From an optimization exercise on the open Yosys and OpenROAD flow, aimed at a short achievable clock period and few clock cycles; shortcuts taken in it are not production practice. Function was checked by simulation only, so behaviour that the tests miss may differ from the original. Power and IR drop assume default switching activity.

## design/flow/run.sh

```bash
#!/bin/bash
# synth_recipe.tcl (not shown) runs the flow's synth.tcl, then flattens the netlist and writes it again
# the make line also repeats each setting of config.mk as NAME=value (left out here)
make -C /OpenROAD-flow-scripts/flow DESIGN_CONFIG=/design/flow/config.mk WORK_HOME=/design/flow/orfs CLKGATE_MAP_FILE= SYNTH_SCRIPT=/design/flow/synth_recipe.tcl finish
```

## design/flow/config.mk

```make
export PLATFORM = sky130hd
export DESIGN_NAME = cpu
export DESIGN_NICKNAME = cpu
export VERILOG_FILES = /design/flow/design.v
export SDC_FILE = /design/flow/constraint.sdc
export NUM_CORES = 4
export LEC_CHECK = 0
export CAP_MARGIN = 20
export CORE_MARGIN = 2
export CORE_UTILIZATION = 40
export SETUP_SLACK_MARGIN = 2.7
export SLEW_MARGIN = 20
export SYNTH_HIERARCHICAL = 1
```

## design/flow/constraint.sdc

```tcl
create_clock -name core_clock -period 5.0 [get_ports {clock}]
set_input_delay 1.0000 -clock core_clock [delete_from_list [all_inputs] [get_ports {clock}]]
set_output_delay 1.0000 -clock core_clock [all_outputs]
set_load 0.01 [all_outputs]
```

## design/flow/design.v

```verilog
`timescale 1ns/10ps
module reg_file(clock,raddr1,rout1,raddr2,rout2,raddr3,rout3,wen,waddr,win);
input           clock;
input   [2:0]   raddr1,raddr2,raddr3;
output  [15:0]  rout1,rout2,rout3;
input           wen;
input   [2:0]   waddr;
input   [15:0]  win;
reg     [15:0]  ram[7:1];
assign rout1 = raddr1 ? ram[raddr1] : 16'd0;
assign rout2 = raddr2 ? ram[raddr2] : 16'd0;
assign rout3 = raddr3 ? ram[raddr3] : 16'd0;
always @(posedge clock)
    if (wen && waddr != 3'd0)
        ram[waddr] <= win;
endmodule
`timescale 1ns/10ps
module fetch_module(clock,resetn,hold,bc,a,off,imem_addr);
input           clock;
input           resetn;
input           hold;
input   [3:0]   bc;
input   [15:0]  a;
input   [15:0]  off;
output  [11:0]  imem_addr;
reg  [12:0] pc;
reg  [12:0] pc2;
wire z     = (a == 16'd0);
wire taken = (bc[0] & z) | (bc[1] & !z) | (bc[2] & !a[15]) | (bc[3] & a[15]);
wire [15:0] tgt, tgt2, pc4, unused0, unused1, unused2;
ks_adder add_t (.a({3'd0, pc}),  .b(off),   .cin(1'b0), .inv(1'b0), .sum(tgt),  .sumx(unused0));
ks_adder add_t2(.a({3'd0, pc2}), .b(off),   .cin(1'b0), .inv(1'b0), .sum(tgt2), .sumx(unused1));
ks_adder add_4 (.a({3'd0, pc2}), .b(16'd2), .cin(1'b0), .inv(1'b0), .sum(pc4),  .sumx(unused2));
assign imem_addr = pc[12:1];
always @(posedge clock or negedge resetn)
if (!resetn) begin
    pc  <= 13'd0;
    pc2 <= 13'd2;
end else begin
    pc  <= hold ? pc  : taken ? tgt[12:0]  : pc2;
    pc2 <= hold ? pc2 : taken ? tgt2[12:0] : pc4[12:0];
end
endmodule
`timescale 1ns/10ps
module decode_module(op,rd,sel,wen,imm);
input  [3:0]  op;
input  [2:0]  rd;
output [10:0] sel;
output        wen;
output        imm;
parameter NOP = 4'd0;
parameter ADD = 4'd1;
parameter SUB = 4'd2;
parameter AND = 4'd3;
parameter OR  = 4'd4;
parameter NOT = 4'd5;
parameter SL  = 4'd6;
parameter SR  = 4'd7;
parameter SRU = 4'd8;
parameter ADDI= 4'd9;
parameter LD  = 4'd10;
parameter ST  = 4'd11;
parameter BR  = 4'd12;
assign sel[0]  = (op == ADD) || (op == ADDI);
assign sel[1]  = (op == SUB);
assign sel[2]  = (op == AND);
assign sel[3]  = (op == OR);
assign sel[4]  = (op == NOT);
assign sel[5]  = (op == SL);
assign sel[6]  = (op == SR);
assign sel[7]  = (op == SRU);
assign sel[8]  = (op == LD);
assign sel[9]  = (op == ST);
assign sel[10] = (op == BR);
assign wen     = (op >= ADD) && (op <= LD) && (rd != 3'd0);
assign imm     = (op == ADDI) || (op == LD) || (op == ST);
endmodule
`timescale 1ns/10ps
module and16(a,b,y);
input  [15:0] a, b;
output [15:0] y;
assign y = a & b;
endmodule
module xor16(a,b,y);
input  [15:0] a, b;
output [15:0] y;
assign y = a ^ b;
endmodule
module pfx17(g,p,gl,pl,go,po);
input  [16:0] g, p, gl, pl;
output [16:0] go, po;
assign go = g | (p & gl);
assign po = p & pl;
endmodule
module mux16(s,a,b,y);
input         s;
input  [15:0] a, b;
output [15:0] y;
assign y = s ? b : a;
endmodule
module ks_adder(a,b,cin,inv,sum,sumx);
input  [15:0] a, b;
input         cin;
input         inv;
output [15:0] sum, sumx;
wire [15:0] g, p;
and16 u_g(.a(a), .b(b), .y(g));
xor16 u_p(.a(a), .b(b), .y(p));
wire [16:0] g0 = {g, cin};
wire [16:0] p0 = {p, 1'b0};
wire [16:0] g1, p1, g2, p2, g3, p3, g4, p4;
pfx17 l1(.g(g0), .p(p0), .gl({g0[15:0], 1'b0}),  .pl({p0[15:0], 1'b1}),  .go(g1), .po(p1));
pfx17 l2(.g(g1), .p(p1), .gl({g1[14:0], 2'b0}),  .pl({p1[14:0], 2'b11}), .go(g2), .po(p2));
pfx17 l3(.g(g2), .p(p2), .gl({g2[12:0], 4'b0}),  .pl({p2[12:0], 4'hf}),  .go(g3), .po(p3));
pfx17 l4(.g(g3), .p(p3), .gl({g3[8:0], 8'b0}),   .pl({p3[8:0], 8'hff}),  .go(g4), .po(p4));
xor16  u_s (.a(p), .b(g4[15:0]), .y(sum));
wire [15:0] px;
xor16 u_px(.a(p), .b({16{inv}}), .y(px));
xor16 u_sx(.a(px), .b(g4[15:0]), .y(sumx));
endmodule
module or16(a,b,y);
input  [15:0] a, b;
output [15:0] y;
assign y = a | b;
endmodule
module shifter(xl,xr,sl,sr,fill,inv,sh,shx);
input  [15:0] xl, xr;
input  [3:0]  sl, sr;
input         fill;
input         inv;
output [15:0] sh, shx;
wire [15:0] l1, l2, l3, r1, r2, r3;
mux16 ul1(.s(sl[0]), .a(xl), .b({xl[14:0], 1'b0}), .y(l1));
mux16 ul2(.s(sl[1]), .a(l1), .b({l1[13:0], 2'b0}), .y(l2));
mux16 ul3(.s(sl[2]), .a(l2), .b({l2[11:0], 4'b0}), .y(l3));
mux16 ur1(.s(sr[0]), .a(xr), .b({fill, xr[15:1]}),       .y(r1));
mux16 ur2(.s(sr[1]), .a(r1), .b({{2{fill}}, r1[15:2]}),  .y(r2));
mux16 ur3(.s(sr[2]), .a(r2), .b({{4{fill}}, r2[15:4]}),  .y(r3));
wire [15:0] n8, s8;            
or16 o_n(.a(l3), .b(r3), .y(n8));
or16 o_s(.a({l3[7:0], 8'b0}), .b({{8{fill}}, r3[15:8]}), .y(s8));
wire s3 = sl[3] | sr[3];
mux16 u4(.s(s3), .a(n8), .b(s8), .y(sh));
wire [15:0] n8x, s8x;
xor16 x_n(.a(n8), .b({16{inv}}), .y(n8x));
xor16 x_s(.a(s8), .b({16{inv}}), .y(s8x));
mux16 u4x(.s(s3), .a(n8x), .b(s8x), .y(shx));
endmodule
module alu_module(cin,lsel,sra,inv,a,b,xa,xb,xl,xr,sl,sr,sum,sumx,lg,sh,shx,big,fill);
input         cin;
input  [1:0]  lsel;
input         sra;
input         inv;
input  [15:0] a, b, xa, xb, xl, xr;
input  [3:0]  sl, sr;
output [15:0] sum, sumx, lg, sh, shx;
output        big, fill;
ks_adder add(.a(a), .b(b), .cin(cin), .inv(inv), .sum(sum), .sumx(sumx));
assign lg   = lsel[1] ? (lsel[0] ? ~xa : (xa | xb)) : (xa & xb);
assign big  = |xb[15:4];
assign fill = sra & xr[15];
shifter sh_u(.xl(xl), .xr(xr), .sl(sl), .sr(sr), .fill(fill), .inv(inv), .sh(sh), .shx(shx));
endmodule
`timescale 1ns/10ps
module mem_module(clock,resetn,st,base,off,sdata,dmem_addr,dmem_we,dmem_wdata);
input         clock;
input         resetn;
input         st;
input  [15:0] base;
input  [15:0] off;
input  [15:0] sdata;
output [11:0] dmem_addr;
output        dmem_we;
output [15:0] dmem_wdata;
reg    [11:0] dmem_addr;
reg           dmem_we;
reg    [15:0] dmem_wdata;
wire   [12:0] ea = base[12:0] + off[12:0];
always @(posedge clock or negedge resetn)
if (!resetn)
    dmem_we <= 1'b0;
else
    dmem_we <= st;
always @(posedge clock) begin
    dmem_addr  <= ea[12:1];
    dmem_wdata <= sdata;
end
endmodule
`timescale 1ns/10ps
module wb_module(clock,resetn,wen,waddr,wdata,rf_we,rf_waddr,rf_wdata);
input           clock;
input           resetn;
input           wen;
input   [2:0]   waddr;
input   [15:0]  wdata;
output          rf_we;
output  [2:0]   rf_waddr;
output  [15:0]  rf_wdata;
reg         rf_we;
reg  [2:0]  rf_waddr;
reg  [15:0] rf_wdata;
always @(posedge clock or negedge resetn)
if (!resetn)
    rf_we <= 1'b0;
else
    rf_we <= wen;
always @(posedge clock) begin
    rf_waddr <= waddr;
    rf_wdata <= wdata;
end
endmodule
`timescale 1ns/10ps
module fsel2(s0,s1,d0,d1,o,y);
input         s0, s1;
input  [15:0] d0, d1, o;
output [15:0] y;
assign y = ({16{s0}} & d0) | ({16{s1}} & d1) | o;
endmodule
module fwd_detect(rs1,rs2,rd,ex_wen,ex_rd,mem_wen,mem_rd,e1,e2,ed,m1,m2,md);
input  [2:0] rs1, rs2, rd, ex_rd, mem_rd;
input        ex_wen, mem_wen;
output       e1, e2, ed, m1, m2, md;
assign e1 = ex_wen && (ex_rd == rs1);
assign e2 = ex_wen && (ex_rd == rs2);
assign ed = ex_wen && (ex_rd == rd);
assign m1 = mem_wen && (mem_rd == rs1);
assign m2 = mem_wen && (mem_rd == rs2);
assign md = mem_wen && (mem_rd == rd);
endmodule
module cpu(clock,resetn,imem_addr,imem_rdata,dmem_addr,dmem_we,dmem_wdata,dmem_rdata,
           rf_we,rf_waddr,rf_wdata);
input       clock;
input       resetn;
output [11:0] imem_addr;
input  [15:0] imem_rdata;
output [11:0] dmem_addr;
output        dmem_we;
output [15:0] dmem_wdata;
input  [15:0] dmem_rdata;
output        rf_we;
output [2:0]  rf_waddr;
output [15:0] rf_wdata;
wire [15:0] inst = imem_rdata;
wire [3:0]  op   = inst[15:12];
wire [2:0]  rd   = inst[11:9];
wire [2:0]  rs1  = inst[8:6];
wire [2:0]  rs2  = inst[5:3];
wire [15:0] sx   = {{10{inst[5]}}, inst[5:0]};
wire [10:0] dec_sel;
wire        dec_wen;
wire        dec_imm;
decode_module decode(.op(op), .rd(rd), .sel(dec_sel), .wen(dec_wen), .imm(dec_imm));
wire use1     = (op != 4'd0);                                   
wire use2     = (op != 4'd0) && (op <= 4'd8) && (op != 4'd5);   
wire dec_add  = dec_sel[0] | dec_sel[1];                        
wire dec_lg   = dec_sel[2] | dec_sel[3] | dec_sel[4];
wire dec_shl  = dec_sel[5];
wire dec_shr  = dec_sel[6] | dec_sel[7];
wire dec_xa   = dec_lg | (|dec_sel[10:8]);                      
wire dec_xb   = dec_lg | dec_shl | dec_shr;                     
wire dec_sub  = dec_sel[1];
wire dec_bpos = dec_sel[0] & !dec_imm;                          
reg         ex_wen, ex_ld;
reg  [2:0]  ex_rd;
reg  [7:0]  ex_ldoh;             
reg         ex_usum, ex_ulg, ex_ush;    
wire [15:0] ex_sum, ex_sumx, ex_lg, ex_sh, ex_shx;
wire        ex_big, ex_fill;
reg         mem_wen, mem_ld;
reg  [2:0]  mem_rd;
reg  [15:0] mem_alu;
wire [15:0] mem_res = mem_ld ? dmem_rdata : mem_alu;
wire [15:0] rf1, rf2, rfd;
reg_file regs(.clock(clock),
              .raddr1(rs1), .rout1(rf1),
              .raddr2(rs2), .rout2(rf2),
              .raddr3(rd),  .rout3(rfd),
              .wen(mem_wen), .waddr(mem_rd), .win(mem_res));
wire e1, e2, ed, m1, m2, md;
fwd_detect fwd(.rs1(rs1), .rs2(rs2), .rd(rd), .ex_wen(ex_wen), .ex_rd(ex_rd),
               .mem_wen(mem_wen), .mem_rd(mem_rd),
               .e1(e1), .e2(e2), .ed(ed), .m1(m1), .m2(m2), .md(md));
wire stall = (use1 && ex_ldoh[rs1]) || (use2 && ex_ldoh[rs2]);
wire ex_ssh = ex_ush & !ex_big;
wire [15:0] ex_early = ({16{ex_ulg}} & ex_lg) | ({16{ex_ush & ex_big}} & {16{ex_fill}});
wire [15:0] o1 = e1 ? ex_early : m1 ? mem_res : rf1;
wire [15:0] o2 = e2 ? ex_early : m2 ? mem_res : rf2;
wire late2 = e2 & (ex_usum | ex_ssh);
wire [15:0] vd = md ? mem_res : rfd;
wire [15:0] ex_a_n, ex_b_n, ex_xa_n, ex_xb_n, ex_xl_n, ex_xr_n, ex_sl_n, ex_sr_n;
fsel2 sel_a (.s0(dec_add & e1 & ex_usum), .s1(dec_add & e1 & ex_ssh), .d0(ex_sum), .d1(ex_sh),
             .o({16{dec_add}} & o1), .y(ex_a_n));
fsel2 sel_xa(.s0(dec_xa & e1 & ex_usum),  .s1(dec_xa & e1 & ex_ssh),  .d0(ex_sum), .d1(ex_sh),
             .o({16{dec_xa}} & o1), .y(ex_xa_n));
fsel2 sel_xl(.s0(dec_shl & e1 & ex_usum), .s1(dec_shl & e1 & ex_ssh), .d0(ex_sum), .d1(ex_sh),
             .o({16{dec_shl}} & o1), .y(ex_xl_n));
fsel2 sel_xr(.s0(dec_shr & e1 & ex_usum), .s1(dec_shr & e1 & ex_ssh), .d0(ex_sum), .d1(ex_sh),
             .o({16{dec_shr}} & o1), .y(ex_xr_n));
fsel2 sel_xb(.s0(dec_xb & e2 & ex_usum),  .s1(dec_xb & e2 & ex_ssh),  .d0(ex_sum), .d1(ex_sh),
             .o({16{dec_xb}} & o2), .y(ex_xb_n));
fsel2 sel_sl(.s0(dec_shl & e2 & ex_usum), .s1(dec_shl & e2 & ex_ssh), .d0(ex_sum), .d1(ex_sh),
             .o({16{dec_shl}} & o2), .y(ex_sl_n));
fsel2 sel_sr(.s0(dec_shr & e2 & ex_usum), .s1(dec_shr & e2 & ex_ssh), .d0(ex_sum), .d1(ex_sh),
             .o({16{dec_shr}} & o2), .y(ex_sr_n));
fsel2 sel_b (.s0((dec_bpos | dec_sub) & e2 & ex_usum), .s1((dec_bpos | dec_sub) & e2 & ex_ssh),
             .d0(ex_sumx), .d1(ex_shx),
             .o(dec_imm ? sx : dec_sub ? (late2 ? 16'd0 : ~o2) : dec_bpos ? o2 : 16'd0),
             .y(ex_b_n));
reg  [15:0] ex_a, ex_b, ex_xa, ex_xb, ex_xl, ex_xr, ex_s, ex_sx;
reg  [3:0]  ex_sl, ex_sr;
reg  [3:0]  ex_bc;
reg  [1:0]  ex_lsel;
reg         ex_st, ex_cin, ex_sra, ex_sfwd;
always @(posedge clock or negedge resetn)
if (!resetn) begin
    ex_usum <= 1'b0;
    ex_ulg  <= 1'b0;
    ex_ush  <= 1'b0;
    ex_st   <= 1'b0;
    ex_wen  <= 1'b0;
    ex_ld   <= 1'b0;
    ex_ldoh <= 8'd0;
    ex_rd   <= 3'd0;
    ex_bc   <= 4'd0;
    ex_sfwd <= 1'b0;
end else begin
    ex_usum <= !stall && dec_add;
    ex_ulg  <= !stall && dec_lg;
    ex_ush  <= !stall && (dec_shl | dec_shr);
    ex_st   <= !stall && dec_sel[9];
    ex_wen  <= !stall && dec_wen;
    ex_ld   <= !stall && dec_sel[8];
    ex_ldoh <= (stall || !dec_sel[8] || !dec_wen) ? 8'd0 : (8'd1 << rd);
    ex_rd   <= rd;
    ex_bc   <= (stall || !dec_sel[10]) ? 4'd0 :
               {rd != 3'd0 && rd != 3'd1 && rd != 3'd3, rd == 3'd1, rd == 3'd3, rd == 3'd0};
    ex_sfwd <= ed;
end
always @(posedge clock) begin
    ex_a    <= ex_a_n;
    ex_b    <= ex_b_n;
    ex_xa   <= ex_xa_n;
    ex_xb   <= ex_xb_n;
    ex_xl   <= ex_xl_n;
    ex_xr   <= ex_xr_n;
    ex_sl   <= ex_sl_n[3:0];
    ex_sr   <= ex_sr_n[3:0];
    ex_cin  <= dec_sub;
    ex_s    <= vd;
    ex_sx   <= sx;
    ex_lsel <= {dec_sel[3] | dec_sel[4], dec_sel[4]};
    ex_sra  <= dec_sel[7];
end
alu_module alu(.cin(ex_cin), .lsel(ex_lsel), .sra(ex_sra), .inv(dec_sub),
               .a(ex_a), .b(ex_b), .xa(ex_xa), .xb(ex_xb), .xl(ex_xl), .xr(ex_xr),
               .sl(ex_sl), .sr(ex_sr),
               .sum(ex_sum), .sumx(ex_sumx), .lg(ex_lg), .sh(ex_sh), .shx(ex_shx),
               .big(ex_big), .fill(ex_fill));
wire [15:0] alu_res = ({16{ex_usum}} & ex_sum)
                    | ({16{ex_ssh}}  & ex_sh)
                    | ex_early;
mem_module mem(.clock(clock), .resetn(resetn), .st(ex_st), .base(ex_xa), .off(ex_sx),
               .sdata(ex_sfwd ? mem_res : ex_s),
               .dmem_addr(dmem_addr), .dmem_we(dmem_we), .dmem_wdata(dmem_wdata));
fetch_module fetch(.clock(clock), .resetn(resetn), .hold(stall), .bc(ex_bc),
                   .a(ex_xa), .off(ex_sx), .imem_addr(imem_addr));
always @(posedge clock or negedge resetn)
if (!resetn) begin
    mem_wen <= 1'b0;
    mem_ld  <= 1'b0;
    mem_rd  <= 3'd0;
end else begin
    mem_wen <= ex_wen;
    mem_ld  <= ex_ld;
    mem_rd  <= ex_rd;
end
always @(posedge clock)
    mem_alu <= alu_res;
wb_module wb(.clock(clock), .resetn(resetn), .wen(mem_wen), .waddr(mem_rd), .wdata(mem_res),
             .rf_we(rf_we), .rf_waddr(rf_waddr), .rf_wdata(rf_wdata));
endmodule
```

==> flow_summary_export.csv, run 1 <==
group,metric,value,unit
worst_setup_path,r2r_setup_slack,2.42,ns
yosys,synth_area_per_cell,10.2,um2
place,port_buffers,94,
clock_network,cts_root_buf,"clkbuf_16",
final_layout,final_cell_mix,"a21o_1, and2_1, dfxtp_1",
min_path,holdPathEnd,"mem.dmem_we",
sta,tns,0,ns
place,hpwl,58.8,mm
min_path,holdPathStages,0,
place,dp.cells,3463,
final_layout,drive_gt1_share,26.8,%
clock_network,numCtsBuffers,44,
worst_setup_path,end_kind,"flop",
final_layout,layout_commonest_cell,"a21o_1",
global_routing,grt_pass1_vias,20600,
floorplanning,start_util,40.6,%
global_routing,grtUsageTotal,24.6,%
global_routing,grt_overflow_total,0,
final_layout,fin_util,48.9,%
final_layout,antenna_cells,0,
power_and_ir_drop,cellLeakagePower,14.2,nW
sta,maxSlewViolCount,0,
global_routing,grt_max_degree,57,
drt,drt-initial-drc-count,1593,
worst_setup_path,r2r-start,"ex_sl[0]",
min_path,hold_start,"ex_st",
sta,skew,0.0246,ns
floorplanning,rows,92,
clock_network,clock_sinks,360,
power_and_ir_drop,clkPwrFrac,30.5,%
worst_setup_path,reg2reg_depth,8,
place,postPlaceCellArea,27500,um2
sta,max_clock_freq,0.388,GHz
final_layout,nFillCells,5777,
sta,fin_crit_sh,51.5,%
sta,tightest_slew,1.09,ns
drt,drt_wl_total,84.8,mm
worst_setup_path,cp.arrival,3.03,ns
clock_network,hold_buffers,0,
drt,ant_nets,0,
floorplanning,die_x,258,um
min_path,hold_class,"flop to flop",
sta,post-route-min-period,2.58,ns
power_and_ir_drop,vdd_drop_max,0.000234,V
sta,hold_viol,0,
power_and_ir_drop,pwr-share-seq,30.8,%
sta,setup_viol,0,
sta,setup_ws,2.42,ns
power_and_ir_drop,powerDensity,379,nW/um2
worst_setup_path,r2r_end,"ex_b[7]",
power_and_ir_drop,switching_share,35.2,%
power_and_ir_drop,power.share.combinational,38.6,%
global_routing,antenna_found_initial,1,
clock_network,clk_pin_slew,0.06,ns
worst_setup_path,crit_path_start_kind,"flop",
clock_network,cts_tree,"built",
place,place.gp.congestion,0.943,
power_and_ir_drop,power_switching,4.13,mW
sta,slew_headroom,27.2,%
run_status,outcome,"finished clean",
final_layout,final_cell_area,30900,um2
final_layout,stdcell_count,3634,
worst_setup_path,criticalPathCategory,"flop to flop",
floorplanning,core,63300,um2
floorplanning,pin_count,95,
final_layout,areaGrowthSynthToFinish,20.3,%
global_routing,grt_pass1_wl,127,mm
drt,vias_per_cell,5.74,
drt,wire_per_inst,23.3,um
worst_setup_path,cp_max_fo,8,
floorplanning,dieArea,66300,um2
final_layout,final_nets,2800,
run,maxCapViolCount,0,
clock_network,htree_levels,2,
drt,drc,0,
worst_setup_path,worst_ep_required_time,5.45,ns
yosys,synth_area,25700,um2
power_and_ir_drop,internal-power,7.59,mW
floorplanning,die_h,258,um
yosys,netlist_instances,2509,
yosys,yosys_warnings,11,
clock_network,cts_buffer_depth,3,
clock_network,clk-insertion-delay-late,0.59,ns
place,dpl_worst_slack,0.804,ns
drt,drtPass1Iterations,6,
sta,rsz0062_at_grt,"true",
drt,num_vias,20800,
## per-stage QoR
stage / hold slack (ns) / total power [mW]
6_report: 0.348 / 11.7
3_5_place_dp: 0.336 / 7.63
3_3_place_gp: 0.332 / 7.61
5_1_grt: 0.371 / 12.3
2_1_floorplan: 0.331 / 6.56
4_1_cts: 0.351 / 11.4
## critical path, cell delays in order, from the launching register on
cell     delay [ns]
dfxtp_4        0.45
buf_6          0.15
mux2_4         0.30
mux2_4         0.28
mux2_4         0.28
or2_4          0.24
xor2_1         0.14
mux2_4         0.31
a221o_1        0.30
## how the worst max path moves through the flow
stage,cells past startpoint,startpoint,end,slack (ns)
after floorplan,7,imem_rdata[12],ex_b[14],1.02
after global placement,8,imem_rdata[5],ex_b[12],0.83
after detailed placement,8,imem_rdata[5],ex_b[12],0.80
after CTS,8,ex_sl[0],ex_b[14],2.42
after global routing,8,ex_sl[0],ex_b[6],2.38
final,8,ex_sl[0],ex_b[7],2.42
## sequential cells by signal, summed over array words and instances, names as in the netlist, 16 cells and up
name and flops:
wb.rf_wdata 16, mem.dmem_wdata 16, mem_alu 16, ex_s 16
ex_xa 16, ex_b 16, ex_xb 16, regs.ram 112
ex_xr 16, ex_a 16, ex_xl 16
## power by group through the flow
stage | Combinational, mW | Clock [mW] | Sequential, mW
floorplan | 2.97 | 0 | 3.59
global placement | 3.92 | 0 | 3.69
detailed placement | 3.93 | 0 | 3.70
CTS | 4.21 | 3.63 | 3.60
global route | 4.87 | 3.75 | 3.65
finish | 4.53 | 3.58 | 3.61
## cell type report
| class | count | area [um2] | share of cell area, % |
|---|---|---|---|
| inverters | 37 | 139 | 0.449 |
| well taps | 846 | 1060 | 3.42 |
| repair buffers | 236 | 2350 | 7.59 |
| clock buffers | 49 | 1190 | 3.86 |
| multi-input cells | 2075 | 17100 | 55.4 |
| flip-flops and latches | 360 | 8640 | 27.9 |
| clock inverters | 31 | 429 | 1.39 |
## routing by layer
metal / up-vias / share of wire (%) / track usage (%)
li1: 9651 / - / -
met5: - / 0 / 0
met3: 166 / 5.8 / 3.12
met1: 10300 / 43 / 32.3
met4: 0 / 4.2 / 10.1
met2: 747 / 47 / 41.0
## timing repair
item                       CTS  global route
setup buffers               66            15
setup endpoints to repair  245           159
gates cloned                 7             2
gates resized for setup    271            91
pin swaps                   56            33
Testbench counts, summed over its fixed seeds: cycles 41,155.
==> inputs of run 2 (changes only) <==
--- a/design/flow/design.v
+++ b/design/flow/design.v
@@ -34,2 +34,11 @@
 assign imem_addr = pc[12:1];
+wire [25:0] nh = {pc4[12:0], pc2};
+wire [25:0] tk = {tgt2[12:0], tgt[12:0]};
+wire [25:0] cur = {pc2, pc};
+wire [31:0] nxt_t, nxt;
+mux16 m_t0(.s(taken), .a(nh[15:0]), .b(tk[15:0]), .y(nxt_t[15:0]));
+mux16 m_t1(.s(taken), .a({6'd0, nh[25:16]}), .b({6'd0, tk[25:16]}), .y(nxt_t[31:16]));
+wire [25:0] nxt_nh = {nxt_t[25:16], nxt_t[15:0]};
+mux16 m_h0(.s(hold), .a(nxt_nh[15:0]), .b(cur[15:0]), .y(nxt[15:0]));
+mux16 m_h1(.s(hold), .a({6'd0, nxt_nh[25:16]}), .b({6'd0, cur[25:16]}), .y(nxt[31:16]));
 always @(posedge clock or negedge resetn)
@@ -39,4 +48,4 @@
 end else begin
-    pc  <= hold ? pc  : taken ? tgt[12:0]  : pc2;
-    pc2 <= hold ? pc2 : taken ? tgt2[12:0] : pc4[12:0];
+    pc  <= nxt[12:0];
+    pc2 <= nxt[25:13];
 end
@@ -218,2 +227,22 @@
 endmodule
+module opmux(g,e,m,early,mres,rf,y);
+input         g, e, m;
+input  [15:0] early, mres, rf;
+output [15:0] y;
+assign y = g ? (e ? early : m ? mres : rf) : 16'd0;
+endmodule
+module opmux_b(imm,sub,bpos,late,e,m,sx,early,mres,rf,y);
+input         imm, sub, bpos, late, e, m;
+input  [15:0] sx, early, mres, rf;
+output [15:0] y;
+wire   [15:0] v = e ? early : m ? mres : rf;
+assign y = imm ? sx : sub ? (late ? 16'd0 : ~v) : bpos ? v : 16'd0;
+endmodule
+module stall_detect(ldoh,rs1,rs2,use1,use2,stall);
+input  [7:0] ldoh;
+input  [2:0] rs1, rs2;
+input        use1, use2;
+output       stall;
+assign stall = (use1 && ldoh[rs1]) || (use2 && ldoh[rs2]);
+endmodule
 module fwd_detect(rs1,rs2,rd,ex_wen,ex_rd,mem_wen,mem_rd,e1,e2,ed,m1,m2,md);
@@ -282,8 +311,17 @@
                .e1(e1), .e2(e2), .ed(ed), .m1(m1), .m2(m2), .md(md));
-wire stall = (use1 && ex_ldoh[rs1]) || (use2 && ex_ldoh[rs2]);
+wire stall;
+stall_detect stl(.ldoh(ex_ldoh), .rs1(rs1), .rs2(rs2), .use1(use1), .use2(use2), .stall(stall));
 wire ex_ssh = ex_ush & !ex_big;
 wire [15:0] ex_early = ({16{ex_ulg}} & ex_lg) | ({16{ex_ush & ex_big}} & {16{ex_fill}});
-wire [15:0] o1 = e1 ? ex_early : m1 ? mem_res : rf1;
-wire [15:0] o2 = e2 ? ex_early : m2 ? mem_res : rf2;
 wire late2 = e2 & (ex_usum | ex_ssh);
+wire [15:0] o_a, o_xa, o_xl, o_xr, o_xb, o_sl, o_sr, o_b;
+opmux om_a (.g(dec_add), .e(e1), .m(m1), .early(ex_early), .mres(mem_res), .rf(rf1), .y(o_a));
+opmux om_xa(.g(dec_xa),  .e(e1), .m(m1), .early(ex_early), .mres(mem_res), .rf(rf1), .y(o_xa));
+opmux om_xl(.g(dec_shl), .e(e1), .m(m1), .early(ex_early), .mres(mem_res), .rf(rf1), .y(o_xl));
+opmux om_xr(.g(dec_shr), .e(e1), .m(m1), .early(ex_early), .mres(mem_res), .rf(rf1), .y(o_xr));
+opmux om_xb(.g(dec_xb),  .e(e2), .m(m2), .early(ex_early), .mres(mem_res), .rf(rf2), .y(o_xb));
+opmux om_sl(.g(dec_shl), .e(e2), .m(m2), .early(ex_early), .mres(mem_res), .rf(rf2), .y(o_sl));
+opmux om_sr(.g(dec_shr), .e(e2), .m(m2), .early(ex_early), .mres(mem_res), .rf(rf2), .y(o_sr));
+opmux_b om_b(.imm(dec_imm), .sub(dec_sub), .bpos(dec_bpos), .late(late2), .e(e2), .m(m2),
+             .sx(sx), .early(ex_early), .mres(mem_res), .rf(rf2), .y(o_b));
 wire [15:0] vd = md ? mem_res : rfd;
@@ -291,18 +329,18 @@
 fsel2 sel_a (.s0(dec_add & e1 & ex_usum), .s1(dec_add & e1 & ex_ssh), .d0(ex_sum), .d1(ex_sh),
-             .o({16{dec_add}} & o1), .y(ex_a_n));
+             .o(o_a), .y(ex_a_n));
 fsel2 sel_xa(.s0(dec_xa & e1 & ex_usum),  .s1(dec_xa & e1 & ex_ssh),  .d0(ex_sum), .d1(ex_sh),
-             .o({16{dec_xa}} & o1), .y(ex_xa_n));
+             .o(o_xa), .y(ex_xa_n));
 fsel2 sel_xl(.s0(dec_shl & e1 & ex_usum), .s1(dec_shl & e1 & ex_ssh), .d0(ex_sum), .d1(ex_sh),
-             .o({16{dec_shl}} & o1), .y(ex_xl_n));
+             .o(o_xl), .y(ex_xl_n));
 fsel2 sel_xr(.s0(dec_shr & e1 & ex_usum), .s1(dec_shr & e1 & ex_ssh), .d0(ex_sum), .d1(ex_sh),
-             .o({16{dec_shr}} & o1), .y(ex_xr_n));
+             .o(o_xr), .y(ex_xr_n));
 fsel2 sel_xb(.s0(dec_xb & e2 & ex_usum),  .s1(dec_xb & e2 & ex_ssh),  .d0(ex_sum), .d1(ex_sh),
-             .o({16{dec_xb}} & o2), .y(ex_xb_n));
+             .o(o_xb), .y(ex_xb_n));
 fsel2 sel_sl(.s0(dec_shl & e2 & ex_usum), .s1(dec_shl & e2 & ex_ssh), .d0(ex_sum), .d1(ex_sh),
-             .o({16{dec_shl}} & o2), .y(ex_sl_n));
+             .o(o_sl), .y(ex_sl_n));
 fsel2 sel_sr(.s0(dec_shr & e2 & ex_usum), .s1(dec_shr & e2 & ex_ssh), .d0(ex_sum), .d1(ex_sh),
-             .o({16{dec_shr}} & o2), .y(ex_sr_n));
+             .o(o_sr), .y(ex_sr_n));
 fsel2 sel_b (.s0((dec_bpos | dec_sub) & e2 & ex_usum), .s1((dec_bpos | dec_sub) & e2 & ex_ssh),
              .d0(ex_sumx), .d1(ex_shx),
-             .o(dec_imm ? sx : dec_sub ? (late2 ? 16'd0 : ~o2) : dec_bpos ? o2 : 16'd0),
+             .o(o_b),
              .y(ex_b_n));
==> run 2 against run 1 <==
Utilization shrank 0.41 points. Final area grew 9.1%. Non-clock buffer count shrank 7. Die area grew 8.8%. Clock skew grew 0.0017 ns. Critical endpoint is now ex_sl[1]. Clock power shrank 7.3%. Sequential share of layout area shrank 2.3 points. Still clean on timing, DRC and antenna. Routed wire length grew 14%. Global-route usage grew 1.4 points. Register-to-register slack lost 0.06 ns. Largest cell class unchanged. Fmax shrank 2.4%.
==> flow_summary_export.csv, run 2 <==
group,metric,value,unit
power_and_ir_drop,cellLeakagePower,16.1,nW
global_routing,grtUsageTotal,26.0,%
place,port_buffers,94,
power_and_ir_drop,power.share.combinational,41.3,%
sta,skew,0.0263,ns
floorplanning,die_h,269,um
global_routing,grt_pass1_vias,21700,
clock_network,hold_buffers,0,
final_layout,layout_commonest_cell,"mux2_4",
final_layout,final_nets,2854,
clock_network,clk-insertion-delay-late,0.61,ns
worst_setup_path,criticalPathCategory,"flop to flop",
final_layout,nFillCells,6331,
power_and_ir_drop,vdd_drop_max,0.000294,V
worst_setup_path,end_kind,"flop",
sta,tns,0,ns
clock_network,cts_root_buf,"clkbuf_16",
clock_network,clk_pin_slew,0.06,ns
global_routing,gr-usage-met2,42.7,%
yosys,yosys_warnings,11,
clock_network,cts_tree,"built",
sta,hold_viol,0,
sta,setup_ws,2.36,ns
sta,setup_viol,0,
run_status,outcome,"finished clean",
power_and_ir_drop,internal-power,7.74,mW
sta,maxSlewViolCount,0,
global_routing,grt_overflow_total,0,
global_routing,grt_pass1_wl,140,mm
floorplanning,rows,97,
drt,wire_per_inst,25.5,um
power_and_ir_drop,switching_share,35.7,%
worst_setup_path,worst_ep_required_time,5.44,ns
clock_network,numCtsBuffers,43,
worst_setup_path,crit_path_start_kind,"flop",
drt,drt-initial-drc-count,1985,
power_and_ir_drop,powerDensity,356,nW/um2
floorplanning,core,69700,um2
final_layout,final_cell_mix,"mux2_4, a21o_1, and2_1",
floorplanning,die_x,269,um
place,place.gp.congestion,0.982,
min_path,hold_class,"flop to flop",
clock_network,htree_levels,2,
sta,post-route-min-period,2.64,ns
yosys,netlist_instances,2577,
place,hpwl,65.9,mm
floorplanning,dieArea,72200,um2
clock_network,clock_sinks,360,
drt,drc,0,
sta,max_clock_freq,0.379,GHz
floorplanning,pin_count,95,
yosys,synth_area,28000,um2
drt,drt_wl_total,96.5,mm
final_layout,largest-register,"regs.ram",
sta,slew_headroom,29.4,%
global_routing,top_usage_layer,"met2",
clock_network,cts_buffer_depth,3,
sta,fin_crit_sh,52.8,%
drt,ant_nets,0,
place,dpl_worst_slack,1.00,ns
sta,rsz0062_at_grt,"true",
power_and_ir_drop,power_switching,4.29,mW
run,maxCapViolCount,0,
sta,tightest_slew,1.06,ns
drt,drtPass1Iterations,6,
final_layout,drive_gt1_share,33.2,%
final_layout,areaGrowthSynthToFinish,20.5,%
floorplanning,start_util,40.2,%
yosys,synth_area_per_cell,10.9,um2
power_and_ir_drop,clkPwrFrac,27.6,%
global_routing,met3_usage,4.75,%
global_routing,antenna_found_initial,0,
worst_setup_path,cp_max_fo,8,
drt,num_vias,21900,
power_and_ir_drop,pwr-share-seq,31.1,%
final_layout,largest_register_ffs,112,
drt,vias_per_cell,5.78,
global_routing,use_met1,33.2,%
global_routing,grt_max_degree,56,
worst_setup_path,cp.arrival,3.08,ns
==> run 2: cell type report <==
| class | count | area, um2 | area share, % |
|---|---|---|---|
| multi-input cells | 2142 | 19800 | 58.7 |
| flip-flops and latches | 360 | 8670 | 25.7 |
| repair buffers | 229 | 2460 | 7.28 |
| clock buffers | 57 | 1210 | 3.58 |
| well taps | 940 | 1180 | 3.48 |
| clock inverters | 23 | 279 | 0.827 |
| inverters | 31 | 135 | 0.400 |
| repair inverters | 1 | 7.51 | 0.0222 |
| diodes | 1 | 2.50 | 0.00741 |
==> run 2: what timing repair did <==
action	4_1_cts	5_1_grt
gates resized for setup	298	154
endpoints found under the setup margin	256	173
setup buffers	61	21
endpoints found under the hold margin	0	0
gates cloned	14	3
pin swaps	23	39
==> run 2: path summary, 6_finish.rpt <==
kind	slack (ns)	from	cells past startpoint	end
min	0.36	ex_ld	0	mem_ld
min in group asynchronous	0.53	resetn	2	fetch.pc[10]
max in group asynchronous	3.88	resetn	2	mem_ld
min reg2reg	0.36	ex_ld	0	mem_ld
max	2.36	ex_sr[0]	7	ex_sl[1]
max reg2reg	2.36	ex_sr[0]	7	ex_sl[1]
==> run 2: routing by layer <==
layer  wire length, um  part of all wire (%)  vias up
li1                  -                     -     9902
met1             40600                    42    10800
met2             44100                    46      904
met3              6760                   7.0      251
met4              5000                   5.2        0
met5                 0                     0        -
==> run 2: worst max-delay path, stage by stage (launching register included) <==
cell and delay (ns):
dfxtp_4 0.43, buf_8 0.16, mux2_4 0.31, mux2_4 0.29, mux2_4 0.26, or2_4 0.24
mux2_4 0.36, a221o_1 0.43
==> run 2: stage by stage <==
stage               hold WS (ns)  total power, mW  area (um2)  utilization, %  std cells
floorplan                  0.331             6.89       29100               -       2712
global placement           0.343             7.97       29600            42.5       3604
detailed placement         0.340             8.03       29600            42.5       3604
CTS                        0.363             11.6       32800            47.0       3759
global route               0.371             12.6       33800            48.5       3783
finish                     0.358             12.0       33800            48.5       3784
==> run 2: power groups by stage <==
stage | Sequential (mW) | Combinational (mW) | Clock (mW)
floorplan | 3.64 | 3.26 | 0
global placement | 3.76 | 4.21 | 0
detailed placement | 3.77 | 4.25 | 0
CTS | 3.69 | 4.55 | 3.37
global route | 3.78 | 5.30 | 3.48
finish | 3.74 | 4.97 | 3.32
Testbench counts of run 2, summed over its fixed seeds: cycles 41,155.

separate check: timing with driven ports:
How much do the figures lean on ideal ports? The routed layouts below were timed once more, with nothing changed but the port constraints. Step 1 assumes that a clkbuf_16 drives the clock port and a buf_2 every other input. Step 2, shift: input delay + t, output delay - t, t = (earliest + latest rising clock arrival at the registers) / 2. This alone moves slack from input paths to output paths. a / b / c = ideal / step 1 / step 2; a / b = the first two.
run | shift t [ns] | slack for setup (ns) | hold slack, ns | worst slew at a driven data input, ns
run 1 | 0.635 | 2.424 / 2.368 / 1.733 | 0.348 / 0.348 / 0.348 | 0.18
run 2 | 0.661 | 2.360 / 2.360 / 1.783 | 0.358 / 0.358 / 0.358 | 0.11
After both steps every run listed still meets setup and hold. The setup slack of run 1, which loses most, moves by -0.056 ns with the drivers and by -0.691 ns with both steps.
